What follows belongs to an exercise in optimizing a design on an open flow for small area; a production flow would make more cautious choices.
The RTL was checked by simulation tests, not by an equivalence proof against the original design.
Power is estimated from default activity; no workload was simulated.

## flow/constraint.sdc

```tcl
create_clock -name core_clock -period 8.0 [get_ports {clk}]
set_input_delay 1.6000 -clock core_clock [delete_from_list [all_inputs] [get_ports {clk}]]
set_output_delay 1.6000 -clock core_clock [all_outputs]
set_load 0.01 [all_outputs]
```

## flow/twiddle.hex

```
001
6c1
a14
cd9
a52
276
769
350
426
77f
0c1
31d
ae2
cbc
239
6d2
128
98f
53b
5c4
be6
038
8c0
535
592
82e
217
b42
959
b3f
7b6
335
121
14b
cb5
6dc
4ad
900
8e5
807
28a
7b9
9d1
278
b31
021
528
77b
90f
59b
327
1c4
59e
b34
5fe
962
a57
a39
5c9
288
9aa
c26
4cb
38e
011
ac9
247
a59
665
2d3
8f0
44c
581
a66
cd1
0e9
2f4
86c
bc7
bea
6a7
673
ae5
6fd
737
3b8
5b5
a7f
3ab
904
985
954
2dd
921
10c
281
630
8fa
7f5
c94
177
9f5
82a
66d
427
13f
ad5
2f5
833
231
9a2
a22
af4
444
193
402
477
866
ad7
376
6ba
4bc
752
405
83e
b77
375
86a
```

## flow/run.sh

```bash
#!/bin/bash
# synth_recipe.tcl (not shown) runs the flow's synth.tcl, then flattens the netlist and writes it again
# the make line also repeats each setting of config.mk as NAME=value (left out here)
make -C /OpenROAD-flow-scripts/flow DESIGN_CONFIG=/design/flow/config.mk WORK_HOME=/design/flow/orfs CLKGATE_MAP_FILE= SYNTH_SCRIPT=/design/flow/synth_recipe.tcl finish
```

## flow/config.mk

```make
export PLATFORM = sky130hd
export DESIGN_NAME = MDC_NTT
export DESIGN_NICKNAME = MDC_NTT
export VERILOG_FILES = /design/flow/design.v
export SDC_FILE = /design/flow/constraint.sdc
export NUM_CORES = 4
export LEC_CHECK = 0
export CAP_MARGIN = 20
export CORE_MARGIN = 2
export CORE_UTILIZATION = 40
export SLEW_MARGIN = 20
```

## flow/design.v

```verilog
module MDC_NTT(
    input clk,
    input rst,
    input mode,
    input en,
    input [11:0] i1,
    input [11:0] i2,
    output [11:0] o1,
    output [11:0] o2,
    output done
    );
    integer i;
    reg [119:0] count;
    (* max_fanout = 5 *) reg reg_count111;
    (* max_fanout = 5 *) reg reg_count117;
    always @(posedge clk) begin
        if(!rst) begin
            for (i=0; i<119 ;i=i+1 ) begin
                count[i] <= 0;
            end
            reg_count111 <= 0;
            reg_count117 <= 0;
        end
        else begin
            if(mode==0) begin
                count[0] <= en;
                for (i=0; i<110; i=i+1) begin
                    count[i+1] <= count[i];
                end
                reg_count111 <= count[110];
            end
            else begin
                count[0] <= en;
                for (i=0; i<116; i=i+1) begin
                    count[i+1] <= count[i];
                end
                reg_count117 <= count[116];
            end
        end
    end
    assign done = (mode==0)?reg_count111:reg_count117;
    wire [11:0] pipe0_o1, pipe0_o2;
    PIPE#(32) PIPE0(clk, rst, mode, en|done,i1, i2, pipe0_o1, pipe0_o2);
    wire [11:0] pipe1_i1,pipe1_i2, pipe1_o1, pipe1_o2;
    assign pipe1_i1 = pipe0_o1;
    assign pipe1_i2 = pipe0_o2;
    PIPE#(16) PIPE1(clk, rst, mode, en|done,pipe1_i1, pipe1_i2, pipe1_o1, pipe1_o2);
    wire [11:0] pipe2_i1,pipe2_i2, pipe2_o1, pipe2_o2;
    assign pipe2_i1 = pipe1_o1;
    assign pipe2_i2 = pipe1_o2;
    PIPE#(8) PIPE2(clk, rst, mode, en|done,pipe2_i1, pipe2_i2, pipe2_o1, pipe2_o2);
    wire [11:0] pipe3_i1,pipe3_i2, pipe3_o1, pipe3_o2;
    assign pipe3_i1 = pipe2_o1;
    assign pipe3_i2 = pipe2_o2;
    PIPE#(4) PIPE3(clk, rst, mode,en|done, pipe3_i1, pipe3_i2, pipe3_o1, pipe3_o2);
    wire [11:0] pipe4_i1,pipe4_i2, pipe4_o1, pipe4_o2;
    assign pipe4_i1 = pipe3_o1;
    assign pipe4_i2 = pipe3_o2;
    PIPE#(2) PIPE4(clk, rst, mode,en|done, pipe4_i1, pipe4_i2, pipe4_o1, pipe4_o2);
    wire [11:0] pipe5_i1,pipe5_i2, pipe5_o1, pipe5_o2;
    assign pipe5_i1 = pipe4_o1;
    assign pipe5_i2 = pipe4_o2;
    PIPE#(1) PIPE5(clk, rst, mode,en|done, pipe5_i1, pipe5_i2, pipe5_o1, pipe5_o2);
    wire [11:0] pipeEND_i1, pipeEND_i2;
    assign pipeEND_i1 = pipe5_o1;
    assign pipeEND_i2 = pipe5_o2;
    PIPE_END PIPE_END(clk, rst, mode,en|done, pipeEND_i1, pipeEND_i2, o1, o2);
endmodule
module PIPE#(
    parameter  PARA_D_NUM=32
)(
    input clk,
    input rst,
    input mode,  
    input en,
    input [11:0] i1,
    input [11:0] i2,
    output [11:0] o1,
    output [11:0] o2
    );
    localparam integer PN = (PARA_D_NUM==32)?0:(PARA_D_NUM==16)?1:(PARA_D_NUM==8)?2:
                            (PARA_D_NUM==4)?3:(PARA_D_NUM==2)?4:5;
    localparam [5:0] DN_NTT  = PARA_D_NUM;
    localparam [5:0] DN_INTT = (PN==0)?1:(PN==1)?1:(PN==2)?2:(PN==3)?4:(PN==4)?8:16;
    localparam [6:0] CS_NTT  = (PN==0)?7:(PN==1)?(7+32+7):(PN==2)?(7+32+7+16+7):
                               (PN==3)?(7+32+7+16+7+8+7):(PN==4)?(7+32+7+16+7+8+7+4+7):
                               (7+32+7+16+7+8+7+4+7+2+7);
    localparam [6:0] CS_INTT = (PN==0)?7:(PN==1)?(7+1+7):(PN==2)?(7+1+7+2+7):
                               (PN==3)?(7+1+7+2+7+4+7):(PN==4)?(7+1+7+2+7+4+7+8+7):
                               (7+1+7+2+7+4+7+8+7+16+7);
    localparam [6:0] LO_N = 7'd1 << PN;
    localparam [6:0] HI_N = (7'd2 << PN) - 7'd1;
    localparam [6:0] LO_I = 7'd64 >> PN;
    localparam [6:0] HI_I = (8'd128 >> PN) - 8'd1;
    reg [6:0] w_raddr;
    wire [11:0] BF_w;
    wire [11:0] BF_o1, BF_o2;
    wire [11:0] D_ntt_1i, D_ntt_1o;  
    wire [11:0] D_ntt_2i, D_ntt_2o;
    wire [11:0] D_intt_1i, D_intt_1o;
    wire [11:0] D_intt_2i, D_intt_2o;
    reg C2_mode;
    wire [11:0] C2_i1, C2_i2, C2_o1, C2_o2;
    reg[5:0] D_NUM;
    always @(posedge clk) begin
        if(!rst) begin
            D_NUM <= (mode==0)?DN_NTT:DN_INTT;
        end
    end
    reg[6:0] COUNT_START_C2;
    always @(posedge clk) begin
        if(!rst) begin
            COUNT_START_C2 <= (mode==0)?CS_NTT:CS_INTT;
        end
    end
    reg [6:0] begin_C2;  
    reg [6:0] begin_BF2;  
    reg [6:0] count_C2; 
    reg [5:0] count_BF2;
    always @(posedge clk) begin
        if(!rst) begin
            begin_C2 <= 0;
            count_C2 <= 0;
            C2_mode <= 0;
        end
        else begin
            if(en==1) begin
                if(begin_C2==COUNT_START_C2) begin  
                        begin_C2 <= begin_C2;
                        if(mode==0) begin
                            if(count_C2==D_NUM-1) count_C2<=0;
                            else count_C2 <= count_C2 + 1; 
                            if(count_C2==D_NUM-1) C2_mode <= ~C2_mode;
                            else C2_mode <= C2_mode;
                        end
                        else begin
                            if(PARA_D_NUM==32) C2_mode <= ~C2_mode;
                            else begin
                                if(count_C2==2*D_NUM-1) count_C2<=0;
                                else count_C2 <= count_C2 + 1; 
                                if(count_C2==2*D_NUM-1) C2_mode <= ~C2_mode;
                                else C2_mode <= C2_mode;
                            end
                        end
                end
                else begin_C2 <= begin_C2 + 1;
            end
        end
    end
    assign D_ntt_1i = (mode==0)?BF_o2:0;
    assign D_ntt_2i = (mode==0)?C2_o1:0;
    assign D_intt_1i = (mode==0)?0:BF_o2;
    assign D_intt_2i = (mode==0)?0:C2_o1;
    assign C2_i1 = BF_o1;
    assign C2_i2 = (mode==0)?D_ntt_1o:D_intt_1o;
    assign o1 = (mode==0)?D_ntt_2o:D_intt_2o;
    assign o2 = C2_o2;
    wire cnt_hit = (count_BF2==D_NUM*2-2);
    wire [6:0] w_inc = w_raddr + 7'd1;
    wire [6:0] w_dec = w_raddr - 7'd1;
    wire [6:0] w_next_ntt = (w_raddr==HI_N & cnt_hit) ? LO_N : (cnt_hit ? w_inc : w_raddr);
    wire [6:0] w_next_intt;
    generate
        if (PN==0) begin : g_first
            assign w_next_intt = (w_raddr==7'd64) ? 7'd127 : w_dec;
        end else begin : g_other
            assign w_next_intt = (w_raddr==LO_I & cnt_hit) ? HI_I : (cnt_hit ? w_dec : w_raddr);
        end
    endgenerate
    always @(posedge clk) begin
        if(!rst) begin
            begin_BF2 <= 0;
            count_BF2 <= 0;
            w_raddr <= (mode==0)?LO_N:HI_I;
        end
        else begin
            if(en==1) begin
                if(begin_BF2==(COUNT_START_C2-7)) begin
                    if(count_BF2==D_NUM*2-1) count_BF2 <= 0;
                    else count_BF2 <= count_BF2 + 1;
                    begin_BF2 <= begin_BF2;
                    w_raddr <= (mode==0)?w_next_ntt:w_next_intt;
                end
                else begin 
                    w_raddr <= w_raddr;
                    count_BF2 <= count_BF2;
                    begin_BF2 <= begin_BF2 + 1;
                end
            end
        end
    end
    wire bug;
    assign bug = (mode==1&PARA_D_NUM==32)?1:0;  
    BROM BROM(clk, w_raddr,BF_w);
    BF BF(bug,clk,rst,mode, en,BF_w, i1, i2, BF_o1, BF_o2);
    D#(PARA_D_NUM) ntt_D1(clk, en,D_ntt_1i, D_ntt_1o);
    D#(PARA_D_NUM) ntt_D2(clk, en,D_ntt_2i, D_ntt_2o);
    D#(32/PARA_D_NUM) intt_D1(clk,en, D_intt_1i, D_intt_1o);
    D#(32/PARA_D_NUM) intt_D2(clk, en,D_intt_2i, D_intt_2o);
    C2 C2(C2_mode, C2_i1, C2_i2, C2_o1, C2_o2);
endmodule
`timescale 1ns / 1ps
module PIPE_END(
    input clk,
    input rst,
    input mode,
    input en,
    input [11:0] i1,
    input [11:0] i2,
    output [11:0] o1,
    output [11:0] o2
);
    reg [6:0] w_raddr;
    wire [11:0] BF_w;
    reg [6:0] begin_BF2, count_BF2;
    always @(posedge clk) begin
        if(!rst) begin
            begin_BF2 <= 0;
            count_BF2 <= 0;
            w_raddr <= (mode==0)?64:1;
        end
        else begin
            if(en==1) begin
                if(mode==0) begin
                    if(begin_BF2==(7*6+32+16+8+4+2)) begin
                        begin_BF2 <= begin_BF2;
                        if(w_raddr == 127) w_raddr <= 64;
                        else w_raddr <= w_raddr + 1;
                    end
                    else begin_BF2 <= begin_BF2 + 1;
                end
                else w_raddr <= w_raddr;
            end
        end
    end
    BROM BROM(clk, w_raddr,BF_w);
    wire [11:0] ntt_o1, ntt_o2;
    BF BF(1'b0,clk, rst, mode, en,BF_w, i1, i2, ntt_o1, ntt_o2);
    reg [11:0] intt_i1, intt_i2;
    wire [11:0] intt_o1, intt_o2;
    always @(posedge clk) begin
        if(en==1) begin
            intt_i1 <= ntt_o1;
            intt_i2 <= ntt_o2;
        end
    end
    modmul modmul1(clk, en, 12'd3303, intt_i1, intt_o1);
    modmul modmul2(clk, en, 12'd3303, intt_i2, intt_o2);
    assign o1 = (mode==0)?ntt_o1:intt_o1;
    assign o2 = (mode==0)?ntt_o2:intt_o2;
endmodule
module BF(
    input bug, 
    input clk,
    input rst,
    input mode,  
    input en,
    input [11:0] w,
    input [11:0] i1,
    input [11:0] i2,
    output [11:0] o1,
    output [11:0] o2
    );
    reg [11:0] add_sub1, add_sub2;
    wire [11:0] add_tmp, sub_tmp;
    reg [11:0] mul1,mul2;
    wire [11:0] mul_tmp;
    reg [11:0] tmp_w;
    reg [11:0] tmp0,tmp1,tmp2,tmp3,tmp4,tmp5;
    always @(posedge clk) begin
        if(!rst) begin
        end
        else begin
            if(en==1) begin
                if(mode==0) begin
                    mul1 <= i2;
                    mul2 <= w; 
                    add_sub1 <= tmp5;
                    add_sub2 <= mul_tmp;
                end
                else begin
                    add_sub1 <= i2;
                    add_sub2 <= i1;
                    mul1 <= (bug==1)?w:tmp_w;
                    mul2 <= sub_tmp;
                end
            end
        end
    end
    assign o1 = (mode==0)?add_tmp:tmp5;
    assign o2 = (mode==0)?sub_tmp:mul_tmp;
    always @(posedge clk) begin
        if(!rst) tmp_w <= 0;
        else begin
            if(en==1) tmp_w <= w;
        end
    end
    always @(posedge clk) begin
        if(!rst) begin
            tmp0 <= 0;
            tmp1 <= 0;
            tmp2 <= 0;
            tmp3 <= 0;
            tmp4 <= 0;
            tmp5 <= 0;
        end
        else begin
            if(en==1) begin
                if(mode==0) begin
                    tmp0 <= i1;
                    tmp1 <= tmp0;
                    tmp2 <= tmp1;
                    tmp3 <= tmp2;
                    tmp4 <= tmp3;
                    tmp5 <= tmp4;
                end
                else begin
                    tmp0 <= add_tmp;
                    tmp1 <= tmp0;
                    tmp2 <= tmp1;
                    tmp3 <= tmp2;
                    tmp4 <= tmp3;
                    tmp5 <= tmp4;
                end
            end
        end
    end
    modadd modadd(add_sub1, add_sub2, add_tmp);
    modsub modsub(add_sub1, add_sub2, sub_tmp);
    modmul modmul(clk, en,mul1, mul2, mul_tmp);
endmodule
module BROM(
    input clk,
    input [6:0] raddr,
    output [11:0] w
    );
    (* ram_style="distributed"*) reg [11:0] Mem_w[0:127];
    reg [11:0] reg_w;
    always @(posedge clk) begin
        reg_w <= Mem_w[raddr];
    end
    assign w = reg_w;
    initial $readmemh("twiddle.hex", Mem_w);
endmodule
`timescale 1ns / 1ps
module C2(
    input mode,
    input [11:0] i1,
    input [11:0] i2,
    output [11:0] o1,
    output [11:0] o2
    );
    assign o1 = (mode==0)?i1:i2;
    assign o2 = (mode==0)?i2:i1;
endmodule
`timescale 1ns / 1ps
module D#(
    parameter LEN=32
)(
    input clk,
    input en,
    input [11:0] D_i,
    output [11:0] D_o
    );
    reg [11:0] D_store[0:LEN-1];
    integer i;
    always @(posedge clk) begin
        if(en==1) begin
            D_store[0] <= D_i;
            for (i = 0; i< LEN-1; i=i+1) begin
                D_store[i+1] <= D_store[i];
            end
        end
    end
    assign D_o = D_store[LEN-1];
endmodule
module modadd(input [11:0] A,B,
              output[11:0] C);
wire        [12:0] R;
wire signed [13:0] Rq;
assign R = A + B;
assign Rq= R - 13'd3329;
assign C = (Rq[13] == 0) ? Rq[11:0] : R[11:0];
endmodule
module modsub(input [11:0] A,B,
              output[11:0] C);
wire signed [12:0] R;
wire signed [12:0] Rq;
assign R = A - B;
assign Rq= R + 13'd3329;
assign C = (R[12] == 0) ? R[11:0] : Rq[11:0];
endmodule
module modmul(
    input clk,
    input en,
    input [11:0] a,
    input [11:0] b,
    output [11:0] c
);
    wire [11:0] q;
    wire [23:0] w_tmp;
    reg [23:0] r_tmp;
    always @(posedge clk) begin
        if(en==1) r_tmp <= w_tmp; 
    end
    mul mul(clk, a, b, w_tmp);
    reduc reduc(clk,en, r_tmp, c, q);
endmodule
module reduc(
	input clk,
	input en,
	input [23:0] c,
	output reg [11:0] d,
	output reg [10:0] q
);
wire [11:0] c0;
wire [9:0] c1;
wire [5:0] c2;
wire [3:0] c3;
reg [14:0] c_reg;
reg [12:0] sum;
reg [14:0] p_mux;
reg [14:0] diff;
reg [12:0] diff2;
wire [12:0] diff2p;
reg [10:0] sum_r1, sum_r2, sum_r3;
reg [2:0] delta_r2, delta_r3;
wire [11:0] q_d;
assign c0 = c[23:12];
assign c1 = c[23:14];
assign c2 = c[23:18];
assign c3 = c[23:20];
always @(posedge clk) begin
	if(en==1) begin
		sum <= c0+c1-c2-c3;
		c_reg <= c[14:0];
	end
end
always @(posedge clk) begin
	if(en==1) begin
		diff <= c_reg - sum - {sum[6:0],8'h0} - {sum[4:0],10'h0} - {sum[3:0],11'h0};
		sum_r1 <= sum[10:0];
	end
end
always @* begin
		case(diff[14:12])
			3'h 0 : p_mux = 0;
			3'h 1 : p_mux = 15'h 72ff;
			3'h 5 : p_mux = 15'h 2703;
			3'h 6 : p_mux = 15'h 2703;
			3'h 7 : p_mux = 15'h 1a02;
			default : p_mux = 0;
		endcase
end
always @(posedge clk) begin
	if(en==1) begin
		diff2 <= diff + p_mux;
		sum_r2 <= sum_r1;
		delta_r2 <= {diff[14],diff[13]&diff[12],diff[13]^diff[12]};
	end
end
assign diff2p = diff2 - 12'h d01;
always @(posedge clk) begin
	if(en==1) begin
		if(diff2p[12])
			d <= diff2;
		else
			d <= diff2p;
		sum_r3 <= sum_r2;
		delta_r3 <= delta_r2 + {2'b0,~diff2p[12]};
	end
end
assign q_d = 12'h 680 - d;
always @(posedge clk) begin
	if(en==1)
		q <= sum_r3 + {{9{delta_r3[2]}},delta_r3[1:0]} + q_d[11];
end
endmodule
(*use_dsp="no"*)
module mul(
    input clk,
    input [11:0] a,
    input [11:0] b,
    output [23:0] c
    );
    assign c = a*b;
endmodule
```

==> run notes <==
status=no timing/DRC/antenna violations; DR vias=156711; sw frac=a little over a third; Setup TNS=0 ns; 1st-pass router iterations=6; NetSw=43200 uW; max frequency=0.142 GHz; critical path launch point type=flip-flop; Layout fillers=59096; final slew viol count=0; Routed Antenna Nets=0; clock skew=around 0.06 ns; final worst-path cycle share=88.2%; via/cell ratio=5.20; CP Class=flip-flop to primary output; pre-CTS WS=1.69 ns; cell internal pwr=75600 uW; core box area=between 600000 and 700000 um2; number of buffers created by CTS=550; Synth async-reset ratio=0%; Setup violations, final=0; CP Cell Sequence=ha_1 > fa_1 > nand2b_1 > a2111oi_0 > nand4b_1 > a41o_1 > a221oi_1 > nand2_1 > nand2_1 > xor2_1 > mux2_2 > clkdlybuf4s50_1; post-DP HPWL=about 410 mm; Clock Latency Late Sink=1.07 ns; DRC Markers=0; #FFs+latches synth=5217; Seq/Total Area, Yosys=56.4%; Syn Area/Cell=around 12 um2; die area=658000 um2; CTS tree=built; initial antenna violation count=14; slowest cell on the critical path=a221oi_1; nets=23494; total clock sinks=5217; row cnt=around 300; ys flop type=edfxtp_1; delay-heaviest family, CP=compound AO/OA/AOI/OAI gates; WL final=598 mm; Worst Path Required=between 6 and 7 ns; Total GRT Usage=between 15 and 20%; Clock Path Buffers=4; Bufs and invs on worst path=1; clock power share=21.5%; leakage power=between 0.1 and 0.15 uW; Yosys warnings=25; Max Fanout on Critical Path=9; post-CTS setup buffer count=0; area grow syn2layout=10.7%; CTS HTree Levels=6; Root Buffer=clkbuf_16; first-pass GRT wire length=about 900 mm; post-CTS sizing=0; max cap viols=0; vias in the first global route=155503; PortBufs=52; largest area contributor in the netlist=edfxtp_1; share of layout cells above drive strength 1=6.21%; gate count of the mapped netlist=21166; RSZ-0062 raised after global routing=no; Synth Net Count=23647; GPL Wtd Cong=0.901; IO Pins=53; CP Data Arrival Time=5.45 ns; clock transition at the registers of the reported paths=0.06 ns; worst hold path type=flip-flop to flip-flop; Layout Cell Area excl Fill=289000 um2; Die H=811 um; Gate power share=between 40% and 50%; Die X=811 um; Rel. slew slack=26.8%; sequential share of power=roughly 33%; Wirelength per Cell=19.9 um; Yosys top cell area share=about 49%; ranking of synthesized cells by area=edfxtp_1 (49%), fa_1 (7.8%), dfxtp_1 (7.3%); pwr dens=412 nW/um2; critical path endpoint category=primary output; Fin. Hold Viols=0; synthesized area=261000 um2; largest net degree at the start of global routing=between 200 and 250; CP most frequent cell=nand2_1; Final Critical Period=7.05 ns; Initial Util=40.1%; hold path depth=0; largest stage delay on the critical path=0.73 ns; setup ws final=0.947 ns; number of cells on the critical path=12; synth unique cells=124; worst reg-to-reg path cell count=20; DRT iter0 DRCs=13213; Hold Buf Count CTS=0; Placed Area=approximately 270000 um2; Congestion Overflow GR=0; Max IR drop VDD=0.000892 V; number of synthesized flops with an enable pin=4263; Worst Tran Pin Value=~1.1 ns
-- path summary, 6_finish.rpt --
| check | endpoint | start | slack (ns) |
|---|---|---|---|
| min | PIPE3.intt_D2.D_store[6][1] | PIPE3.intt_D2.D_store[5][1] | 0.38 |
| min reg2reg | PIPE3.intt_D2.D_store[6][1] | PIPE3.intt_D2.D_store[5][1] | 0.38 |
| max reg2reg | PIPE_END.BF.modmul.r_tmp[22] | PIPE_END.BF.mul1[5] | 1.69 |
| max | o1[2] | PIPE_END.BF.add_sub1[0] | 0.95 |
-- cells in the mapped netlist, types with 153 or more instances --
master       n
a21o_1     176
a21oi_1    986
a22o_1     520
and2_1     665
clkbuf_1   801
dfxtp_1    954
edfxtp_1  4263
fa_1      1022
ha_1      1431
inv_1     2072
mux2_2     153
mux2i_1    235
nand2_1   1575
nand2b_1   153
nand3_1    285
nor2_1    1456
nor2b_1    198
nor3_1     335
o21ai_0    759
xnor2_1    678
xor2_1     359
-- power by group through the flow --
| stage | combinational [uW] | clock (uW) | sequential [uW] |
|---|---|---|---|
| finish | 53600 | 25600 | 39700 |
| global route | 61500 | 27300 | 40100 |
| CTS | 54100 | 26200 | 39800 |
| detailed placement | 53600 | 0 | 40300 |
| global placement | 52800 | 0 | 40300 |
| floorplan | 42100 | 0 | 39300 |
-- routing by layer --
metal / wire length (um) / share of wire [%] / up-vias / track usage, %
met5: 24 / 0.0040 / - / 0
met4: 20400 / 3.4 / 4 / 5.80
met3: 27400 / 4.6 / 959 / 2.08
met2: 289000 / 48 / 3824 / 30.1
met1: 261000 / 44 / 77546 / 23.8
li1: - / - / 74378 / -
-- worst reg2reg max path: stages, from the launching register on --
cell	delay, ns
edfxtp_1	0.59
and2_1	0.28
fa_1	0.54
inv_1	0.06
fa_1	0.53
inv_1	0.06
fa_1	0.45
fa_1	0.51
inv_1	0.06
fa_1	0.48
inv_1	0.04
ha_1	0.32
a21oi_1	0.19
inv_1	0.08
o41ai_1	0.56
o21ai_0	0.28
o41ai_1	0.40
o21ai_0	0.18
nor4_1	0.20
nor3_1	0.11
xor2_1	0.15
-- final cells by class --
class	count	area (um2)	share of cell area (%)
diodes	5	12.5	0.00434
clock buffers	697	14800	5.12
clock inverters	304	3420	1.18
inverters	2088	7870	2.73
multi-input cells	12908	102000	35.4
flip-flops and latches	5217	147000	51.0
well taps	8642	10800	3.75
repair buffers	248	2390	0.827
-- cells by family (layout without fill, tap and decap cells) --
logic type                 count (synthesis)  in the layout  synth area share, %
AOI/OAI and AO/OA                       3794           3794                 9.85
xor gates and xnor gates                1038           1038                 3.49
adders and majority gates               2454           2454                 14.7
buffers and inverters                   3041           3337                 4.41
DFF                                     5217           5217                 56.4
muxes                                    404            404                 1.70
other                                      0              5                    0
and+or+nand+nor                         5218           5218                 9.43
-- per-stage QoR --
stage / util [%] / power (uW) / hold WS, ns / cells
floorplan: - / 81400 / 0.400 / 21166
global placement: 41.6 / 93100 / 0.400 / 29102
detailed placement: 41.6 / 93900 / 0.405 / 29102
CTS: 44.4 / 120000 / 0.382 / 30103
global route: 44.4 / 129000 / 0.388 / 30109
finish: 44.4 / 119000 / 0.381 / 30109
-- cell usage in the layout, fill, tap and decap left out, types with 152 or more instances in the layout --
cell type	netlist	final
edfxtp_1	4263	4263
inv_1	2072	2069
nand2_1	1575	1574
nor2_1	1456	1450
ha_1	1431	1431
fa_1	1022	1022
a21oi_1	986	986
dfxtp_1	954	949
o21ai_0	759	753
xnor2_1	678	678
and2_1	665	665
clkbuf_16	0	562
a22o_1	520	520
xor2_1	359	359
nor3_1	335	335
nand3_1	285	285
mux2i_1	235	235
nor2b_1	198	198
a21o_1	176	176
buf_4	5	165
nand2b_1	153	153
mux2_2	153	152

## afterwards: timing with drivers on the ports
In the flow no input, the clock included, has a driving cell. The finished layout below was timed again as built, in two steps.
Step 1, drivers: a clkbuf_16 drives clk and a buf_2 each remaining input, both assumed.
Step 2, shift: input delay + t, output delay - t, t = (earliest + latest rising clock arrival at the registers) / 2. This alone moves slack from input paths to output paths.
a / b / c = no drivers / after step 1 / after step 2; a / b = the first two.
t, ns: 1.179
setup slack, ns: 0.947 / 0.805 / 1.688
hold slack, ns: 0.381 / 0.381 / 0.381
worst data-port slew with drivers (ns): 0.13
After both steps setup and hold are still met in this run. The setup slack of this run moves by -0.142 ns with the drivers and by +0.741 ns with both steps.
